This is an optimization exercise on Yosys and OpenROAD, whose aim is small area, a short achievable clock period and few clock cycles, not a production implementation. The RTL was checked by simulation tests, not by an equivalence proof against the original design. Power and IR drop assume default switching activity.

### design/flow/run.sh
#!/bin/bash
# synth_recipe.tcl (not shown) runs the flow's synth.tcl, then flattens the netlist and writes it again
# the make line also repeats each setting of config.mk as NAME=value (left out here)
make -C /OpenROAD-flow-scripts/flow DESIGN_CONFIG=/design/flow/config.mk WORK_HOME=/design/flow/orfs CLKGATE_MAP_FILE= SYNTH_SCRIPT=/design/flow/synth_recipe.tcl finish
### design/flow/config.mk
export PLATFORM = sky130hd
export DESIGN_NAME = ALU
export DESIGN_NICKNAME = ALU
export VERILOG_FILES = /design/flow/design.v
export SDC_FILE = /design/flow/constraint.sdc
export NUM_CORES = 4
export LEC_CHECK = 0
export CAP_MARGIN = 40
export CORE_MARGIN = 2
export CORE_UTILIZATION = 35
export SETUP_SLACK_MARGIN = 5
export SLEW_MARGIN = 20
### design/flow/constraint.sdc
create_clock -name core_clock -period 13.0 [get_ports {i_clk}]
set_input_delay 2.6000 -clock core_clock [delete_from_list [all_inputs] [get_ports {i_clk}]]
set_output_delay 2.6000 -clock core_clock [all_outputs]
set_load 0.01 [all_outputs]
### design/flow/design.v
typedef enum logic[3:0] {
    ALU_NOP,
    ALU_ADD,
    ALU_SUB,
    ALU_MUL,
    ALU_DIV,
    ALU_MOD,
    ALU_CMP,
    ALU_RESERVED,
    ALU_SHL,
    ALU_SHR,
    ALU_XOR,
    ALU_AND,
    ALU_OR,
    ALU_NOT,
    ALU_BSET,
    ALU_BRESET
} ALUInstruction;
typedef enum logic[3:0] {
    FPU_NOP,
    FPU_INT_TO_FLOAT,
    FPU_FLOAT_TO_INT,
    FPU_ADD,
    FPU_SUB,
    FPU_MUL,
    FPU_DIV,
    FPU_CMP,
    FPU_FLAGS
} FPUInstruction;
typedef enum logic[2:0] {
    DATA_NOP,
    DATA_REG_TO_ACCU,
    DATA_ACCU_TO_REG,
    DATA_LOAD,
    DATA_STORE,
    DATA_SWAP,
    DATA_RESERVED0,
    DATA_RESERVED1
} DataInstruction;
typedef enum logic[3:0] {
    CONTROL_NOP,
    CONTROL_FLAG_TO_REG0,
    CONTROL_REG0_TO_FLAG,
    CONTROL_STACK_TO_REG0,
    CONTROL_REG0_TO_STACK,
    CONTROL_IP_TO_REG0,
    CONTROL_REG0_TO_IP,
    CONTROL_CPU_TO_REG1,
    CONTROL_REG1_TO_CPU,
    CONTROL_CALL_SYS,
    CONTROL_RET_USER,
    CONTROL_JUMP_REL,
    CONTROL_JUMP_ABS,
    CONTROL_CALL,
    CONTROL_RETURN
} ControlInstruction;
typedef enum logic[1:0] {
    STACK_NOP,
    STACK_PUSH,
    STACK_POP
} StackInstruction;
typedef logic[4:0] Arg;
typedef struct packed {
    logic z;
    logic nz;
    logic n;
    logic nn;
    logic c;
    logic nc;
    logic o;
    logic no;
} Conditionals;
typedef struct packed {
    logic move_bits;
    logic alu_use_carry;
    ALUInstruction alu;
    FPUInstruction fpu;
    logic accu_override;
    DataInstruction data;
    ControlInstruction control;
    StackInstruction stack;
    Arg arg_alu;
    Arg arg_fpu;
    Arg arg_data;
    Arg arg_control;
    Arg arg_stack;
    logic reserved;
    Conditionals conditionals;
} Instruction;
module ALU(
    input wire i_clk, i_rst,
    input wire i_start,
    input wire [3:0] i_inst,
    input wire[63:0] i_data0, i_data1,
    input wire i_c,
    output reg o_wait,
    output reg o_finished,
    output reg[63:0] o_result,
    output reg o_c,
    output wire o_o, o_z, o_n,
    output wire o_error_div_by_zero
);
    reg [63:0] rs, rc;   
    reg rcin;
    reg cadd;            
    reg cinv;            
    reg c_keep;          
    reg m_mul;           
    reg m_mod;           
    reg [63:0] ra;       
    reg [63:0] rb;       
    reg rx;              
    reg [4:0] cnt;       
    reg dv_align;        
    wire [64:0] res_sum = {1'b0, rs} + {1'b0, rc} + {64'd0, rcin};
    always @(*) begin
        o_result = res_sum[63:0];
        o_c = cadd ? (res_sum[64] ^ cinv) : c_keep;
    end
    assign o_o = o_c & i_data0[63] & i_data1[63];
    wire [63:0] z_p = rs ^ rc;
    wire [63:0] z_k = rs | rc;
    assign o_z = (z_p ^ {z_k[62:0], rcin}) == 64'd0;
    assign o_n = o_result[63];
    integer k;
    wire d1_zero = i_data1 == 0;
    wire is_divmod = (i_inst == ALU_DIV) | (i_inst == ALU_MOD);
    assign o_error_div_by_zero = is_divmod && d1_zero;
    wire [6:0] lz0, lz1;
    lzc64 u_lz0(.v(i_data0), .lz(lz0));
    lzc64 u_lz1(.v(i_data1), .lz(lz1));
    wire [7:0] jdiff = {1'b0, lz1} - {1'b0, lz0};    
    reg [63:0] d0_below;     
    always @(*) begin
        d0_below[63] = i_data0[63];
        for (k = 62; k >= 0; k = k - 1) d0_below[k] = d0_below[k+1] | i_data0[k];
    end
    wire div_none = (i_data1 & ~d0_below) != 0;
    wire [5:0] je = jdiff[5:0] | 6'd1;               
    wire is_shr = i_inst == ALU_SHR;
    reg [64:0] sh_in;
    always @(*) begin
        if (is_divmod)
            sh_in = {1'b0, i_data1};
        else if (is_shr)
            for (k = 0; k < 65; k = k + 1) sh_in[k] = (k == 0) ? i_c : i_data0[64 - k];
        else
            sh_in = {i_data0, i_c};
    end
    wire [6:0] sh_amt = is_divmod ? {1'b0, cnt, 1'b1} : i_data1[6:0];
    wire sh_big = !is_divmod && (i_data1[63:7] != 0);
    wire [64:0] sh_raw = sh_in << sh_amt;
    wire [64:0] sh_out = sh_big ? 65'd0 : sh_raw;
    reg [64:0] shr_out;
    always @(*)
        for (k = 0; k < 65; k = k + 1) shr_out[k] = sh_out[64 - k];
    wire [63:0] bit_mask = (i_data1[63:6] == 0) ? (64'd1 << i_data1[5:0]) : 64'd0;
    wire [63:0] mul_a = o_wait ? ra : i_data0;
    wire [8:0]  mul_b = o_wait ? {rb[7:0], rx} : {1'b0, i_data1[6:0], 1'b0};
    wire [63:0] acc_s = o_wait ? rs : 64'd0;
    wire [63:0] acc_c = o_wait ? rc : 64'd0;
    reg [63:0] row [0:3];
    reg [3:0] neg;
    reg b_one, b_two;
    reg [63:0] b_m;
    always @(*) begin
        for (k = 0; k < 4; k = k + 1) begin
            b_one = mul_b[2*k+1] ^ mul_b[2*k];
            b_two = (mul_b[2*k+2] & ~mul_b[2*k+1] & ~mul_b[2*k]) |
                    (~mul_b[2*k+2] & mul_b[2*k+1] & mul_b[2*k]);
            neg[k] = mul_b[2*k+2];
            b_m = b_one ? mul_a : b_two ? {mul_a[62:0], 1'b0} : 64'd0;
            row[k] = (b_m << (2*k)) ^ {64{neg[k]}};
        end
    end
    function automatic [127:0] csa(input [63:0] a, input [63:0] b, input [63:0] c, input ci);
        reg [63:0] s, cy;
        begin
            s = a ^ b ^ c;
            cy = (a & b) | (a & c) | (b & c);
            csa = {cy[62:0], ci, s};
        end
    endfunction
    wire [127:0] l1a = csa(row[0], row[1], row[2], neg[0]);
    wire [127:0] l1b = csa(row[3], acc_s, acc_c, neg[1]);
    wire [127:0] l2a = csa(l1a[63:0], l1a[127:64], l1b[63:0], neg[2]);
    wire [127:0] l3a = csa(l2a[63:0], l2a[127:64], l1b[127:64], neg[3]);
    wire [63:0] mul_s = l3a[63:0];
    wire [63:0] mul_c = l3a[127:64];
    reg [8:0] ns0, ns1;
    always @(*) begin
        ns0[0] = i_data0 != 0;
        ns1[0] = i_data1[63:7] != 0;
        for (k = 1; k < 9; k = k + 1) begin
            ns0[k] = (i_data0 >> (8*k - 1)) != 0;
            ns1[k] = (i_data1 >> (8*k + 6)) != 0;
        end
    end
    wire mul_swap = |(ns1 & ~ns0);
    wire [63:0] mul_ra0 = mul_swap ? {i_data1[63:7], 7'd0} : {i_data0[56:0], 7'd0};
    wire [63:0] mul_rb0 = mul_swap ? i_data0 : {7'd0, i_data1[63:7]};
    wire dv_q1 = res_sum[64] & ~rx;
    wire [63:0] dv_r1 = dv_q1 ? res_sum[63:0] : rs;
    wire [64:0] dv_t2 = {1'b0, dv_r1} + {1'b0, ~rx, rc[63:1]} + 65'd1;
    wire dv_q2 = dv_t2[64];
    wire [63:0] dv_r2 = dv_q2 ? dv_t2[63:0] : dv_r1;
    wire [63:0] dv_q = {ra[61:0], dv_q1, dv_q2};
    always @(posedge i_clk or posedge i_rst) begin
        if (i_rst) begin
            o_wait <= 0;
            o_finished <= 0;
            c_keep <= 0;
            cadd <= 0;
        end else begin
            o_finished <= 0;
            if (o_finished) begin
                c_keep <= o_c;
                cadd <= 0;
            end
            if (o_wait) begin
                if (m_mul ? (rb[63:7] == 0) : (!dv_align && cnt == 0)) begin
                    o_wait <= 0;
                    o_finished <= 1;
                end
            end else if (i_start) begin
                o_finished <= 1;
                case (i_inst)
                    ALU_ADD, ALU_SUB, ALU_CMP: cadd <= 1;
                    ALU_SHL: c_keep <= sh_out[64];
                    ALU_SHR: c_keep <= shr_out[64];
                    ALU_MUL:
                        if (mul_rb0 != 0) begin
                            o_wait <= 1;
                            o_finished <= 0;
                        end
                    ALU_DIV, ALU_MOD:
                        if (!d1_zero && !div_none) begin
                            o_wait <= 1;
                            o_finished <= 0;
                        end
                    default: ;
                endcase
            end
        end
    end
    wire is_sub = (i_inst == ALU_SUB) | (i_inst == ALU_CMP);
    wire is_mul = i_inst == ALU_MUL;
    wire sel_mul = o_wait ? m_mul : is_mul;
    reg [63:0] rs_o, rc_o;
    reg rcin_o;
    always @(*) begin
        rs_o = 64'd0;
        rc_o = 64'd0;
        rcin_o = 0;
        if (o_wait) begin
            if (dv_align) begin
                rs_o = i_data0;
                rc_o = ~sh_out[63:0];
                rcin_o = 1;
            end else if (cnt == 0) begin
                rs_o = m_mod ? dv_r2 : dv_q;
            end else begin
                rs_o = dv_r2;
                rc_o = {1'b1, ~rx, rc[63:2]};
                rcin_o = 1;
            end
        end else begin
            case (i_inst)
                ALU_ADD, ALU_SUB, ALU_CMP: begin
                    rs_o = i_data0;
                    rc_o = is_sub ? ~i_data1 : i_data1;
                    rcin_o = i_c ^ is_sub;
                end
                ALU_SHL: rs_o = sh_out[63:0];
                ALU_SHR: rs_o = shr_out[63:0];
                ALU_XOR: rs_o = i_data0 ^ i_data1;
                ALU_AND: rs_o = i_data0 & i_data1;
                ALU_OR: rs_o = i_data0 | i_data1;
                ALU_NOT: rs_o = ~i_data0;
                ALU_BSET: rs_o = i_data0 | bit_mask;
                ALU_BRESET: rs_o = i_data0 & ~bit_mask;
                ALU_DIV, ALU_MOD:
                    rs_o = (!d1_zero && (i_inst == ALU_MOD || !div_none)) ? i_data0 : 64'd0;
                default: ;
            endcase
        end
    end
    always @(posedge i_clk) begin
        rs <= sel_mul ? mul_s : rs_o;
        rc <= sel_mul ? mul_c : rc_o;
        rcin <= sel_mul ? 1'b0 : rcin_o;
        if (o_wait) begin
            if (m_mul) begin
                ra <= {ra[55:0], 8'd0};
                rb <= {8'd0, rb[63:8]};
                rx <= rb[7];
            end else if (dv_align) begin
                dv_align <= 0;
                ra <= 0;
                rx <= sh_out[64];
            end else begin
                ra <= dv_q;
                rb <= {8'd0, rb[63:8]};
                cnt <= cnt - 1;
                rx <= 0;
            end
        end else begin
            dv_align <= 1;
            cinv <= is_sub;
            m_mul <= is_mul;
            m_mod <= i_inst == ALU_MOD;
            cnt <= je[5:1];
            if (is_mul) begin
                ra <= mul_ra0;
                rb <= mul_rb0;
                rx <= 0;
            end else begin
                ra <= 0;
                rb <= 0;
                rx <= 0;
            end
        end
    end
endmodule
module lzc64(input wire [63:0] v, output wire [6:0] lz);
    wire [63:0] l0 = ~v;
    wire [32*2-1:0] l1;
    wire [16*3-1:0] l2;
    wire [8*4-1:0] l3;
    wire [4*5-1:0] l4;
    wire [2*6-1:0] l5;
    genvar i;
    for (i = 0; i < 32; i = i + 1) begin : g1
        wire h = l0[2*i+1], lo = l0[2*i];
        assign l1[2*i +: 2] = h ? {lo, ~lo} : 2'b00;
    end
    for (i = 0; i < 16; i = i + 1) begin : g2
        wire [1:0] h = l1[4*i+2 +: 2], lo = l1[4*i +: 2];
        assign l2[3*i +: 3] = h[1] ? {lo[1], ~lo[1], lo[0]} : {1'b0, h};
    end
    for (i = 0; i < 8; i = i + 1) begin : g3
        wire [2:0] h = l2[6*i+3 +: 3], lo = l2[6*i +: 3];
        assign l3[4*i +: 4] = h[2] ? {lo[2], ~lo[2], lo[1:0]} : {1'b0, h};
    end
    for (i = 0; i < 4; i = i + 1) begin : g4
        wire [3:0] h = l3[8*i+4 +: 4], lo = l3[8*i +: 4];
        assign l4[5*i +: 5] = h[3] ? {lo[3], ~lo[3], lo[2:0]} : {1'b0, h};
    end
    for (i = 0; i < 2; i = i + 1) begin : g5
        wire [4:0] h = l4[10*i+5 +: 5], lo = l4[10*i +: 5];
        assign l5[6*i +: 6] = h[4] ? {lo[4], ~lo[4], lo[3:0]} : {1'b0, h};
    end
    wire [5:0] h6 = l5[11:6], lo6 = l5[5:0];
    assign lz = h6[5] ? {lo6[5], ~lo6[5], lo6[4:0]} : {1'b0, h6};
endmodule
==> impl_metrics.csv, run 1 <==
group,metric,value,unit
outcome,status,"timing/DRC/antenna clean",
final_layout,fillers,16200,
floorplan,ios,207,
placement,gp_congestion,1.14,
timing,finalSetupTns,0,ns
worst_setup_path,crit_fanout,55,
drt,postRouteAntennaNets,0,
cts,clock_sinks,271,
final_layout,final_common_cell,"nand2_1",
cts,htreeDepth,2,
floorplan,fp.dieW,399,um
final_layout,layout_common_cells,"nand2_1 (772), o21ai_0 (616), nor2_1 (543)",
pwr,max-vdd-ir-drop,0.000208,V
drt,vias,70600,
cts,cts_buffer_depth,3,
global_routing,grt_pass1_vias,65000,
flow_run,maxCapViolCount,0,
synthesis,synthFlopType,"dfxtp_1",
timing,grt_setup_unrepaired,"no",
worst_setup_path,end_kind,"register",
floorplan,die_h,399,um
drt,vias_per_cell,7.36,
global_routing,grt_pass1_wl,570000,um
synthesis,synth_top_area_frac,0.0939,
floorplan,initial_core_util,0.354,
timing,final_hold_viol_count,0,
cts,root_buffer,"clkbuf_16",
pwr,power_leakage,23.8,nW
drt,first_iter_violations,12800,
final_layout,postLayoutCoreUtil,0.399,
synthesis,ys_ff_latch,271,
synthesis,synth-edff-count,71,
final_layout,finalNetCount,8103,
cts,clock_latency,0.66,ns
timing,skew,0.0492,ns
synthesis,netlist_area,54600,um^2
worst_setup_path,cp.arrival,8.66,ns
global_routing,grt_max_degree,166,
cts,cts_made_buffers,39,
floorplan,core,154000,um^2
timing,slew_headroom,0.206,
placement,dp_hpwl,314000,um
synthesis,synth.distinct_cells,116,
timing,worst_slew_pin_slew,1.19,ns
drt,wl,425000,um
final_layout,drive_gt1_frac,0.104,
synthesis,ys_seq_area_frac,0.113,
worst_setup_path,r2r_setup_slack,5.12,ns
pwr,power_density,369,nW/um^2
worst_setup_path,criticalPathCategory,"in -> reg",
global_routing,antenna_found_initial,40,
final_layout,area_growth,12.8,%
global_routing,globalRouteTotalUtil,0.515,
drt,drc,0,
synthesis,ys_async_sr_fraction,0.0148,
worst_setup_path,crit_required,13.49,ns
cts,clkTransAtPathRegs,0.07,ns
timing,finalMaxSlewViolations,0,
hold_path,hp-class,"reg -> reg",
floorplan,row_count,144,
timing,max_clock_freq,0.122,GHz
pwr,power.total,22.8,mW
drt,wire_per_inst,44.3,um
placement,numPortBuffers,206,
global_routing,gr-total-overflow,0,
cts,cts_tree,"built",
timing,post-route-period-util,0.629,
synthesis,synthCells,7641,
synthesis,synth.area.top_cells,"fa_1 (9.4%), dfxtp_1 (7.2%), o21ai_0 (5.7%)",
drt,firstDrtPassIters,13,
synthesis,yosysTopAreaCell,"fa_1",
timing,setup_violations,0,
synthesis,avgSynthCellArea,7.14,um^2
worst_setup_path,start_kind,"input pin",
floorplan,die-area,159000,um^2
synthesis,yosys_warnings,2,
timing,min_period,8.17,ns
[cells in the mapped netlist, drive strengths merged (48+ instances only)]
| cell type | n |
|---|---|
| edfxtp | 71 |
| inv | 531 |
| mux2i | 214 |
| a31oi | 76 |
| a211oi | 99 |
| a221oi | 148 |
| nor4 | 83 |
| o221ai | 145 |
| dfxtp | 196 |
| o32a | 48 |
| maj3 | 48 |
| o22ai | 225 |
| o211ai | 115 |
| xor2 | 122 |
| o311ai | 85 |
| nand4 | 78 |
| nor2 | 562 |
| xnor2 | 246 |
| mux2 | 50 |
| nor3 | 96 |
| a22oi | 194 |
| clkbuf | 631 |
| nand2 | 779 |
| a21oi | 468 |
| o22a | 69 |
| nand3 | 198 |
| buf | 194 |
| fa | 256 |
| a21o | 67 |
| ha | 197 |
| o21ai | 673 |
[through the flow]
step	instances	instance area, um^2	hold WS [ns]	worst slack [ns]
2_1_floorplan	7647	54600	0.464	5.96
3_3_place_gp	9419	59100	0.483	3.73
3_5_place_dp	9479	59600	0.518	3.65
4_1_cts	9553	61000	0.528	5.01
5_1_grt	9588	61500	0.547	5.01
6_report	9603	61600	0.536	4.83
[area by class of cell]
| cell class | instances | area (um^2) | share of cell area |
|---|---|---|---|
| Multi-Input combinational cell | 6018 | 43800 | 0.712 |
| Clock inverter | 21 | 236 | 0.00384 |
| Tap cell | 2044 | 2560 | 0.0415 |
| Clock buffer | 48 | 1070 | 0.0174 |
| Sequential cell | 271 | 6160 | 0.100 |
| Antenna cell | 17 | 42.5 | 0.000691 |
| Inverter | 533 | 2020 | 0.0328 |
| Timing Repair Buffer | 651 | 5680 | 0.0922 |
[metal layers]
layer / part of all wire / vias to the layer above / track usage
met1: 0.35 / 34300 / 0.602
met5: 0.0012 / - / 0.0133
met4: 0.11 / 30 / 0.464
met2: 0.39 / 6446 / 0.701
li1: - / 28000 / -
met3: 0.15 / 1913 / 0.227
[critical path: stages]
cell	delay [ns]
buf_4	0.56
buf_4	0.62
nand4bb_2	0.29
buf_4	0.33
mux2_2	0.39
o221ai_1	0.72
nor2_1	0.26
a211oi_2	0.54
a21oi_1	0.19
o21ai_0	0.34
o22ai_1	0.19
a21o_1	0.47
a221oi_1	0.95
o22ai_1	0.15
[cells by family (layout without fill, tap and decap cells)]
logic type / after synthesis / in the layout / synth area share
simple gates: 2007 / 2007 / 0.168
mux: 288 / 288 / 0.0595
compound gates: 2847 / 2847 / 0.356
fa+ha+maj: 501 / 501 / 0.148
flops: 271 / 271 / 0.113
buf+inv: 1358 / 1253 / 0.0970
other cells: 1 / 24 / 0.0000687
xor+xnor: 368 / 368 / 0.0590
[registers in the layout, summed over array words and instances (netlist names)]
signal      count
cadd            1
dv_align        1
cnt             5
rx              1
ra             64
rc             64
m_mod           1
rb             64
o_wait          1
m_mul           1
rcin            1
rs             64
o_finished      1
cinv            1
c_keep          1
[report_power, final]
part / internal [mW] / switching (mW) / total (mW) / leakage, nW
Combinational: 6.92 / 12.8 / 19.7 / 20.8
Clock: 0.667 / 0.524 / 1.19 / 0.634
Sequential: 1.24 / 0.624 / 1.87 / 2.44
Total: 8.83 / 13.9 / 22.8 / 23.8
[path summary, 6_finish.rpt]
| check | depth (start not counted) | end | startpoint |
|---|---|---|---|
| setup reg to reg | 25 | rs[21] | rc[2] |
| hold / removal | 1 | ra[4] | ra[2] |
| setup / recovery | 14 | rs[7] | i_inst[2] |
| min in group asynchronous | 2 | o_finished | i_rst |
| hold reg to reg | 1 | ra[4] | ra[2] |
| max in group asynchronous | 2 | o_wait | i_rst |
[what timing repair did]
item,in CTS,in global routing
setup buffers,5,6
cloned,0,3
pin swaps,4,2
setup endpoints to repair,50,58
hold endpoints to repair,0,0
resized for setup,20,34
hold buffers,0,0
Testbench counts, summed over its fixed seeds: cycles 41,653.
==> inputs of run 2 (changes only) <==
--- a/design/flow/design.v
+++ b/design/flow/design.v
@@ -299,2 +299,3 @@
                 ra <= 0;
+                rb <= 0;
                 rx <= sh_out[64];
==> design/flow/flow/run.sh (new file) <==
#!/bin/bash
set -euo pipefail
cp standard.sh standard_copy.log
bash standard.sh SETUP_SLACK_MARGIN=7 finish > standard_flow.log 2>&1
==> design/flow/standard.sh (new file) <==
#!/bin/bash
# synth_recipe.tcl (not shown) runs the flow's synth.tcl, then flattens the netlist and writes it again
# the make line also repeats each setting of config.mk as NAME=value (left out here)
make -C /OpenROAD-flow-scripts/flow DESIGN_CONFIG=/design/flow/config.mk WORK_HOME=/design/flow/orfs CLKGATE_MAP_FILE= SYNTH_SCRIPT=/design/flow/synth_recipe.tcl "${@:-finish}"
--- a/design/flow/config.mk
+++ b/design/flow/config.mk
@@ -10,3 +10,2 @@
 export CORE_UTILIZATION = 35
-export SETUP_SLACK_MARGIN = 5
 export SLEW_MARGIN = 20
removed: design/flow/run.sh
==> run 2 against run 1 <==
  * First-iteration DRC count increased by 15%
  * Wire length increased by 12%
  * Clock power increased by 8%
  * Critical path type is now reg -> out
  * Clock-buffer cell count increased by 6
  * Setup slack improved by 1.2 ns
  * Largest power group unchanged
  * Worst hold slack got worse by 0.077 ns
  * Via count increased by 9.8%
  * Still clean
  * Fmax increased by 17%
  * Sequential power increased by 5%
  * Combinational power increased by 42%
==> impl_metrics.csv, run 2 <==
group,metric,value,unit
outcome,status,"timing/DRC/antenna clean",
synthesis,synth_top_area_frac,0.0963,
timing,fin_ws,6.02,ns
cts,cts_made_buffers,40,
worst_setup_path,path_cells,"fa_2, buf_6, buf_6, buf_6, buf_6, buf_6, a211oi_4, o211ai_1, buf_4, buf_6, nand3_4, a21oi_4, o41ai_2, buf_4, buf_6, buf_12, o21ai_4, buf_6, buf_6, xor2_4, buf_2",
pwr,power_density,413,nW/um^2
global_routing,grt_pass1_wl,615000,um
floorplan,die-area,158000,um^2
drt,first_iter_violations,14800,
placement,placed_cells,9590,
final_layout,finalNetCount,8890,
timing,post-route-period-util,0.537,
synthesis,synthFlopType,"dfxtp_1",
pwr,power.total,31.1,mW
pwr,internal_power,13.5,mW
pwr,seqPwrFrac,0.063,
drt,wire_per_inst,45.7,um
synthesis,yosysMostFrequentCell,"o21ai_0",
final_layout,final_common_cell,"nand2_1",
cts,clock_latency,0.68,ns
synthesis,synth_commonest_cells,"o21ai_0 (810), nand2_1 (726), a21oi_1 (607), clkbuf_1 (607), nor2_1 (533)",
worst_setup_path,criticalPathCategory,"reg -> out",
worst_setup_path,slowest_delay,0.43,ns
synthesis,yosys_warnings,2,
global_routing,use_met1,0.623,
synthesis,ys_ff_latch,271,
final_layout,fin_cells,10400,
global_routing,globalRouteTotalUtil,0.563,
worst_setup_path,r2r_start,"rs[0]",
floorplan,row_count,144,
worst_setup_path,crit_fanout,3,
global_routing,grt_max_degree,144,
final_layout,area_growth,39.5,%
timing,finalSetupTns,0,ns
timing,grt_setup_unrepaired,"yes",
synthesis,yosysTopAreaCell,"dfxtp_1",
timing,max_clock_freq,0.143,GHz
synthesis,avgSynthCellArea,6.97,um^2
timing,hold_slack,0.459,ns
placement,numPortBuffers,206,
floorplan,die_h,397,um
cts,clkTransAtPathRegs,0.06,ns
floorplan,ios,207,
synthesis,synth-edff-count,7,
pwr,combPwrFrac,0.896,
flow_run,maxCapViolCount,0,
placement,dp_hpwl,319000,um
floorplan,initial_core_util,0.352,
drt,vias,77600,
global_routing,gr-total-overflow,0,
synthesis,ys_async_sr_fraction,0.0148,
floorplan,fp.dieW,397,um
synthesis,netlist_area,54100,um^2
timing,setup_violations,0,
drt,postRouteAntennaNets,0,
worst_setup_path,crit_start,"rs[0]",
pwr,max-vdd-ir-drop,0.000284,V
timing,slew_headroom,0.305,
placement,dpl_worst_slack,4.25,ns
hold_path,hp-class,"reg -> reg",
drt,wl,476000,um
pwr,switching_share,0.566,
timing,min_period,6.98,ns
drt,vias_per_cell,7.45,
final_layout,drive_gt1_frac,0.281,
worst_setup_path,crit_required,10.40,ns
drt,firstDrtPassIters,13,
cts,htreeDepth,2,
timing,final_hold_viol_count,0,
pwr,pwr-share-clk,0.042,
drt,drc,0,
floorplan,core,154000,um^2
global_routing,antenna_found_initial,48,
synthesis,ys_seq_area_frac,0.102,
cts,root_buffer,"clkbuf_16",
timing,finalMaxSlewViolations,0,
global_routing,busiest_layer,"met2",
global_routing,met2_usage,0.763,
hold_path,hold_start,"rb[56]",
final_layout,layout_common_cells,"nand2_1 (682), buf_4 (668), o21ai_0 (640)",
global_routing,grt_pass1_vias,69900,
pwr,power_leakage,29.2,nW
cts,cts_tree,"built",
worst_setup_path,start_kind,"register",
timing,skew,0.0503,ns
placement,gp_congestion,1.12,
pwr,power_switching,17.6,mW
cts,clock_sinks,271,
cts,cts_buffer_depth,3,
synthesis,synthCells,7763,
global_routing,grt_use_met3,0.285,
worst_setup_path,cp.arrival,4.38,ns
synthesis,synth.area.top_cells,"dfxtp_1 (9.6%), fa_1 (9.5%), o21ai_0 (7.5%)",
worst_setup_path,end_kind,"output pin",
timing,worst_slew_pin_slew,1.04,ns
synthesis,synth.distinct_cells,114,
worst_setup_path,cp_common_cell,"buf_6",
worst_setup_path,cp_slowest_cell,"fa_2",
run 2: changes by cell type after synthesis, sizes merged, moves of 33 or more:
cell | before | now
o221ai | 145 | 77
edfxtp | 71 | 7
mux2 | 50 | 87
o311ai | 85 | 16
nand2 | 779 | 732
a21oi | 468 | 613
o22ai | 225 | 258
maj3 | 48 | 2
o22a | 69 | 33
a221oi | 148 | 187
dfxtp | 196 | 260
o21ai | 673 | 820
run 2: layout make-up:
cell class | instances | area [um^2]
Fill cell | 14900 | 78300
Timing Repair Buffer | 1290 | 13800
Sequential cell | 271 | 5700
Antenna cell | 34 | 85.1
Clock inverter | 19 | 328
Multi-Input combinational cell | 6171 | 49700
Inverter | 527 | 2050
Tap cell | 2044 | 2560
Clock buffer | 54 | 1120
run 2: power by group through the flow:
stage	Clock, mW	Sequential (mW)	Combinational, mW
detailed placement	0	1.82	18.2
finish	1.29	1.96	27.9
global placement	0	1.82	18.1
CTS	1.28	1.85	23.6
floorplan	0	1.47	11.4
global route	1.30	1.92	28.8
run 2: path summary, 6_finish.rpt:
path | endpoint | cells after the start | slack, ns
setup / recovery | o_result[59] | 21 | 6.02
hold / removal | rb[48] | 2 | 0.46
setup reg to reg | rs[60] | 33 | 6.18
hold reg to reg | rb[48] | 2 | 0.46
max in group asynchronous | o_wait | 2 | 10.72
min in group asynchronous | o_wait | 2 | 2.11
run 2: kinds of logic (layout without fill, tap and decap cells):
| family | after synthesis | count (layout) | share of synthesized area |
|---|---|---|---|
| AO/OA/AOI/OAI | 3089 | 3089 | 0.375 |
| XOR/XNOR | 369 | 369 | 0.0598 |
| adder cells (fa/ha/maj) | 455 | 455 | 0.141 |
| buffers and inverters | 1332 | 1890 | 0.0971 |
| flip-flops | 271 | 271 | 0.102 |
| multiplexers | 308 | 310 | 0.0626 |
| other | 1 | 41 | 0.0000694 |
| AND/OR/NAND/NOR | 1938 | 1941 | 0.163 |
run 2: per-stage QoR:
step	utilization	area, um^2
after global placement	0.380	58400
after global routing	0.490	75300
final	0.491	75400
after CTS	0.457	70200
after floorplan	-	54400
after detailed placement	0.384	58900
run 2: critical path: cells and delay by family (launching register included):
kind            cells  cell delay (ns)
simple gates        1             0.09
flops               1             0.34
fa+ha+maj           1             0.43
xor+xnor            1             0.40
compound gates      5             0.74
buf+inv            13             1.72
run 2: repair_timing:
| item | CTS | global route |
|---|---|---|
| resized for setup | 1780 | 612 |
| buffers inserted | 408 | 216 |
| pin swaps | 245 | 248 |
| cloned | 42 | 21 |
| setup endpoints to repair | 311 | 289 |
| hold buffers | 0 | 0 |
run 2: layer usage:
layer | up-vias | part of all wire | wire length [um]
li1 | 29800 | - | -
met1 | 37300 | 0.33 | 158000
met2 | 7761 | 0.38 | 181000
met3 | 2679 | 0.16 | 75000
met4 | 38 | 0.13 | 60900
met5 | - | 0.0011 | 504
Testbench counts of run 2, summed over its fixed seeds: cycles 41,653.
==> inputs of run 3 (changes only) <==
==> design/flow/flow/run.sh (replaced) <==
#!/bin/bash
set -euo pipefail
cp standard.sh standard_copy.log
bash standard.sh SETUP_SLACK_MARGIN=6 finish > standard_flow.log 2>&1
==> run 3 against run 2 <==
  * Register-to-register slack lost 0.07 ns
  * Combinational power shrank 29%
  * Sequential cell count is the same
  * Still clean on timing, DRC and antenna
  * First-iteration DRC count shrank 9.3%
  * Sequential share of layout area grew 1.3 points
==> impl_metrics.csv, run 3 <==
group,metric,value,unit
final_layout,fin_cells,9796,
floorplan,initial_core_util,0.352,
final_layout,final_common_cell,"o21ai_0",
drt,vias_per_cell,7.29,
synthesis,yosys_warnings,2,
drt,wl,418000,um
cts,hold_buffers,0,
synthesis,synthFlopType,"dfxtp_1",
timing,slew_headroom,0.225,
global_routing,antenna_found_initial,33,
final_layout,fillers,16200,
synthesis,synthCells,7763,
worst_setup_path,start_kind,"input pin",
cts,htreeDepth,2,
global_routing,gr-total-overflow,0,
placement,numPortBuffers,206,
cts,clkTransAtPathRegs,0.06,ns
synthesis,avgSynthCellArea,6.97,um^2
timing,worst_slew_pin_slew,1.16,ns
pwr,power_density,368,nW/um^2
timing,fin_ws,5.76,ns
hold_path,hold_depth,2,
hold_path,hp-class,"reg -> reg",
timing,skew,0.0682,ns
placement,placed_cells,9572,
cts,root_buffer,"clkbuf_16",
worst_setup_path,criticalPathCategory,"in -> reg",
cts,cts_tree,"built",
worst_setup_path,crit_fanout,77,
synthesis,ys_seq_area_frac,0.102,
drt,firstDrtPassIters,12,
cts,cts_made_buffers,39,
placement,dpl_worst_slack,4.12,ns
pwr,power_leakage,24.1,nW
drt,vias,71400,
timing,finalMaxSlewViolations,0,
synthesis,yosysTopAreaCell,"dfxtp_1",
floorplan,ios,207,
floorplan,die_h,397,um
drt,wire_per_inst,42.7,um
floorplan,die-area,158000,um^2
timing,finalSetupTns,0,ns
worst_setup_path,end_kind,"register",
worst_setup_path,r2r_start,"rs[57]",
global_routing,grt_pass1_wl,560000,um
floorplan,fp.dieW,397,um
drt,postRouteAntennaNets,0,
outcome,status,"timing/DRC/antenna clean",
global_routing,grt_pass1_vias,64700,
worst_setup_path,r2r_end,"rs[60]",
final_layout,area_growth,16.4,%
synthesis,netlist_area,54100,um^2
synthesis,synth.area.top_cells,"dfxtp_1 (9.6%), fa_1 (9.5%), o21ai_0 (7.5%)",
cts,clock_latency,0.68,ns
cts,clock_sinks,271,
synthesis,ys_ff_latch,271,
drt,drc,0,
pwr,max-vdd-ir-drop,0.000206,V
floorplan,row_count,144,
worst_setup_path,crit_required,13.57,ns
synthesis,synth_commonest_cells,"o21ai_0 (810), nand2_1 (726), a21oi_1 (607), clkbuf_1 (607), nor2_1 (533)",
hold_path,min_to,"rb[48]",
final_layout,finalNetCount,8284,
final_layout,drive_gt1_frac,0.134,
global_routing,globalRouteTotalUtil,0.508,
synthesis,ys_async_sr_fraction,0.0148,
placement,dp_hpwl,308000,um
worst_setup_path,r2r_setup_slack,6.11,ns
drt,first_iter_violations,13400,
synthesis,synth-edff-count,7,
hold_path,hold_start,"rb[56]",
cts,cts_buffer_depth,3,
synthesis,synth_top_area_frac,0.0963,
synthesis,synth.distinct_cells,114,
timing,grt_setup_unrepaired,"yes",
timing,max_clock_freq,0.138,GHz
timing,final_hold_viol_count,0,
timing,post-route-period-util,0.557,
final_layout,layout_common_cells,"o21ai_0 (781), nand2_1 (717), a21oi_1 (589)",
timing,min_period,7.24,ns
global_routing,grt_max_degree,149,
timing,setup_violations,0,
flow_run,maxCapViolCount,0,
worst_setup_path,reg2reg_depth,28,
floorplan,core,154000,um^2
worst_setup_path,cp.arrival,7.82,ns
synthesis,yosysMostFrequentCell,"o21ai_0",
placement,gp_congestion,1.16,
-- run 3: cell counts after synthesis --
No cell type changed its count.
-- run 3: power by group --
group | switching [mW] | total, mW | internal [mW]
sequential | 0.744 | 1.99 | 1.25
clock | 0.538 | 1.29 | 0.749
combinational | 12.8 | 19.9 | 7.10
-- run 3: layout make-up --
cell class	count	area, um^2	area share
Multi-Input combinational cell	6169	45000	0.715
Timing Repair Buffer	687	6310	0.100
Sequential cell	271	5580	0.0886
Tap cell	2044	2560	0.0406
Inverter	527	2000	0.0317
Clock buffer	54	1130	0.0180
Clock inverter	15	273	0.00433
Antenna cell	29	72.6	0.00115
-- run 3: worst max path at each step --
stage / from / to / slack (ns) / depth (start not counted)
after floorplan: i_data1[29] / o_error_div_by_zero / 6.23 / 6
after global placement: i_data1[40] / rs[50] / 3.86 / 11
after detailed placement: rc[23] / rs[59] / 4.12 / 25
after CTS: i_data0[25] / rs[28] / 5.86 / 15
after global routing: i_data1[5] / rs[63] / 5.81 / 19
final: i_inst[2] / rs[58] / 5.76 / 14
-- run 3: cell families after synthesis --
family	Yosys count	share of synthesized area
and+or+nand+nor	1938	0.163
AOI/OAI and AO/OA	3089	0.375
adders and majority gates	455	0.141
other	1	0.0000694
DFF	271	0.102
buffers and inverters	1332	0.0971
xor gates and xnor gates	369	0.0598
muxes	308	0.0626
-- run 3: repair_timing --
item,CTS,global route
endpoints found under the hold margin,0,0
resized for setup,415,199
pin swaps,32,31
cloned,4,4
setup buffers,55,25
endpoints found under the setup margin,189,102
-- run 3: metrics by stage --
step           hold slack (ns)  utilization  cell area (um^2)  total power, mW
2_1_floorplan            0.425            -             54100             12.8
3_3_place_gp             0.444        0.378             58100             19.6
3_5_place_dp             0.445        0.382             58700             19.8
4_1_cts                  0.456        0.402             61700             21.7
5_1_grt                  0.480        0.409             62900             24.3
6_report                 0.455        0.410             62900             23.2
-- run 3: worst max-delay path, cell delays in order --
cell	delay, ns
buf_12	0.20
buf_8	0.25
nand2b_4	0.28
a21oi_4	0.37
buf_8	0.44
o21ai_0	0.35
mux4_2	0.55
a21o_1	0.20
mux2i_1	0.70
mux2i_1	0.39
o221ai_1	0.59
buf_4	0.40
a221oi_1	0.20
a21oi_1	0.19
-- run 3: metal layers --
metal / up-vias / global-route usage / wire length, um
met5: - / 0.0103 / 204
met4: 12 / 0.418 / 44700
met3: 1712 / 0.237 / 63100
met2: 6585 / 0.686 / 160000
met1: 34600 / 0.605 / 151000
li1: 28500 / - / -
==> inputs of run 4 (changes only) <==
--- a/design/flow/design.v
+++ b/design/flow/design.v
@@ -281,4 +281,7 @@
                 ALU_BRESET: rs_o = i_data0 & ~bit_mask;
-                ALU_DIV, ALU_MOD:
-                    rs_o = (!d1_zero && (i_inst == ALU_MOD || !div_none)) ? i_data0 : 64'd0;
+                ALU_DIV, ALU_MOD: begin
+                    rs_o = i_data0;
+                    rc_o = (i_inst == ALU_DIV || d1_zero) ? ~i_data0 : 64'd0;
+                    rcin_o = i_inst == ALU_DIV || d1_zero;
+                end
                 default: ;
==> run 4 against run 3 <==
  * Still clean
  * Die area is 2.2% lower
  * Global-route usage is 0.25 points lower
  * Fmax is 0.97% lower
  * Sequential power is 16% lower
  * Sequential share of layout area is 0.10 points higher
  * Via count is 4.4% lower
==> impl_metrics.csv, run 4 <==
group,metric,value,unit
outcome,status,"timing/DRC/antenna clean",
drt,first_iter_violations,11200,
timing,final_hold_viol_count,0,
drt,wire_per_inst,42.7,um
floorplan,fp.dieW,393,um
timing,worst_slew_pin_slew,1.22,ns
timing,skew,0.0423,ns
drt,wl,404000,um
final_layout,fin_cells,9475,
placement,gp_congestion,1.09,
drt,drc,0,
synthesis,netlist_area,52900,um^2
worst_setup_path,cp.arrival,7.86,ns
synthesis,synthFlopType,"dfxtp_1",
worst_setup_path,crit_fanout,60,
final_layout,final_common_cell,"nand2_1",
cts,clock_latency,0.67,ns
cts,root_buffer,"clkbuf_16",
synthesis,ys_seq_area_frac,0.104,
pwr,power_density,312,nW/um^2
timing,min_period,7.31,ns
global_routing,grt_pass1_wl,544000,um
final_layout,finalNetCount,7993,
synthesis,synth-edff-count,7,
synthesis,synth.distinct_cells,104,
worst_setup_path,crit_required,13.55,ns
synthesis,ys_async_sr_fraction,0.0148,
floorplan,die_h,393,um
final_layout,design_area,62800,um^2
worst_setup_path,criticalPathCategory,"in -> reg",
drt,vias_per_cell,7.20,
pwr,power_leakage,23.8,nW
pwr,max-vdd-ir-drop,0.000144,V
drt,postRouteAntennaNets,0,
placement,place_area,57700,um^2
global_routing,grt_max_degree,123,
synthesis,yosysTopAreaCell,"dfxtp_1",
global_routing,gr-total-overflow,0,
global_routing,globalRouteTotalUtil,0.505,
synthesis,synth.area.top_cells,"dfxtp_1 (9.8%), fa_1 (9.7%), o21ai_0 (5.4%)",
placement,placed_cells,9209,
cts,cts_tree,"built",
timing,finalMaxSlewViolations,0,
global_routing,use_met1,0.569,
global_routing,grt_pass1_vias,63700,
worst_setup_path,start_kind,"input pin",
hold_path,hold_depth,2,
final_layout,layout_common_cells,"nand2_1 (678), o21ai_0 (542), inv_1 (521)",
drt,firstDrtPassIters,8,
cts,htreeDepth,2,
global_routing,busiest_layer,"met2",
placement,dp_hpwl,300000,um
hold_path,hp-class,"reg -> reg",
timing,grt_setup_unrepaired,"yes",
drt,vias,68300,
timing,slew_headroom,0.189,
timing,max_clock_freq,0.137,GHz
cts,cts_buffer_depth,3,
synthesis,synth_top_area_frac,0.0985,
cts,clock_sinks,271,
floorplan,die-area,154000,um^2
timing,setup_violations,0,
synthesis,ys_ff_latch,271,
final_layout,area_growth,18.8,%
synthesis,synth_commonest_cells,"nand2_1 (695), clkbuf_1 (626), o21ai_0 (567)",
floorplan,row_count,142,
cts,cts_made_buffers,37,
placement,dpl_worst_slack,3.81,ns
synthesis,yosysMostFrequentCell,"nand2_1",
worst_setup_path,reg2reg_depth,24,
global_routing,met2_usage,0.720,
global_routing,antenna_found_initial,32,
flow_run,maxCapViolCount,0,
timing,fin_ws,5.69,ns
synthesis,yosys_warnings,2,
timing,finalSetupTns,0,ns
cts,clkTransAtPathRegs,0.07,ns
cts,hold_buffers,0,
worst_setup_path,end_kind,"register",
final_layout,drive_gt1_frac,0.150,
placement,numPortBuffers,206,
floorplan,core,150000,um^2
synthesis,avgSynthCellArea,7.14,um^2
floorplan,initial_core_util,0.352,
timing,post-route-period-util,0.563,
synthesis,synthCells,7403,
global_routing,grt_use_met3,0.212,
floorplan,ios,207,
-- run 4: worst paths after layout --
kind / startpoint / end / slack [ns]
setup / recovery: i_inst[2] / rs[6] / 5.69
max in group asynchronous: i_rst / o_wait / 10.72
min in group asynchronous: i_rst / o_wait / 2.11
hold / removal: rb[59] / rb[51] / 0.46
hold reg to reg: rb[59] / rb[51] / 0.46
setup reg to reg: rc[59] / rs[36] / 5.98
-- run 4: power breakdown --
part	total (mW)	switching (mW)	internal, mW
clock network	1.12	0.508	0.615
registers	1.67	0.549	1.13
logic	16.8	10.8	5.99
-- run 4: metal layers --
layer / wire length, um / part of all wire
met5: 156 / 0.00039
met4: 46900 / 0.12
met3: 53300 / 0.13
met2: 163000 / 0.40
met1: 141000 / 0.35
-- run 4: cell type report --
type | count | area [um^2]
fill | 15600 | 87200
multi-input combinational | 5815 | 44100
timing repair buffer | 748 | 7200
sequential | 271 | 5630
tap | 2016 | 2520
inverter | 531 | 2020
clock buffer | 50 | 1090
clock inverter | 18 | 164
antenna | 26 | 65.1
-- run 4: kinds of logic after synthesis --
logic type / synth area share
xor+xnor: 0.0504
other cells: 0.0000709
simple gates: 0.151
buf+inv: 0.0994
compound gates: 0.369
fa+ha+maj: 0.152
flops: 0.104
mux: 0.0737
-- run 4: critical path, cell delays in order --
cell and delay, ns:
clkbuf_8 0.33, buf_12 0.27, or3b_4 0.52, a21oi_4 0.27, buf_6 0.44, nor2_1 0.11, a22oi_1 0.37, mux2i_1 0.19
a22oi_1 0.95, o221ai_1 0.59, buf_4 0.34, nand2_1 0.11, a31oi_1 0.25, a211o_1 0.34
-- run 4: timing repair --
action | in CTS | in global routing
setup buffers | 31 | 94
gates cloned | 7 | 10
setup endpoints to repair | 166 | 149
gates resized for setup | 336 | 346
pin swaps | 32 | 43
-- run 4: stage by stage --
stage	util	hold slack [ns]	power [mW]
2_1_floorplan	-	0.425	10.7
3_3_place_gp	0.381	0.440	16.7
3_5_place_dp	0.385	0.450	16.7
4_1_cts	0.403	0.461	18.4
5_1_grt	0.418	0.477	20.7
6_report	0.419	0.455	19.6
Testbench counts of run 4, summed over its fixed seeds: cycles 41,653.

==> what the ideal ports hide <==
In the flow no input, the clock included, has a driving cell. The finished layouts below were timed again as built, in two steps. Step 1: set_driving_cell puts a clkbuf_16 on i_clk and a buf_2 on each other input, an assumption about the parent block. Step 2 also shifts input and output timing later by t, the mid clock arrival at the registers, as if the neighbouring blocks saw the same clock. Three values: no drivers, after step 1, after step 2; two values: the first two.
| run | shift t [ns] | slack for setup (ns) | worst data-port slew with drivers (ns) |
|---|---|---|---|
| run 1 | 0.727 | 4.828 / 4.889 / 4.162 | 0.07 |
| run 2 | 0.738 | 6.015 / 5.932 / 5.551 | 0.50 |
| run 3 | 0.734 | 5.757 / 5.791 / 5.058 | 0.11 |
| run 4 | 0.727 | 5.686 / 5.717 / 4.990 | 0.15 |
After both steps setup and hold are still met in every run listed. For run 3, which loses most, drivers alone change the setup slack by +0.034 ns; drivers and shift together by -0.699 ns.
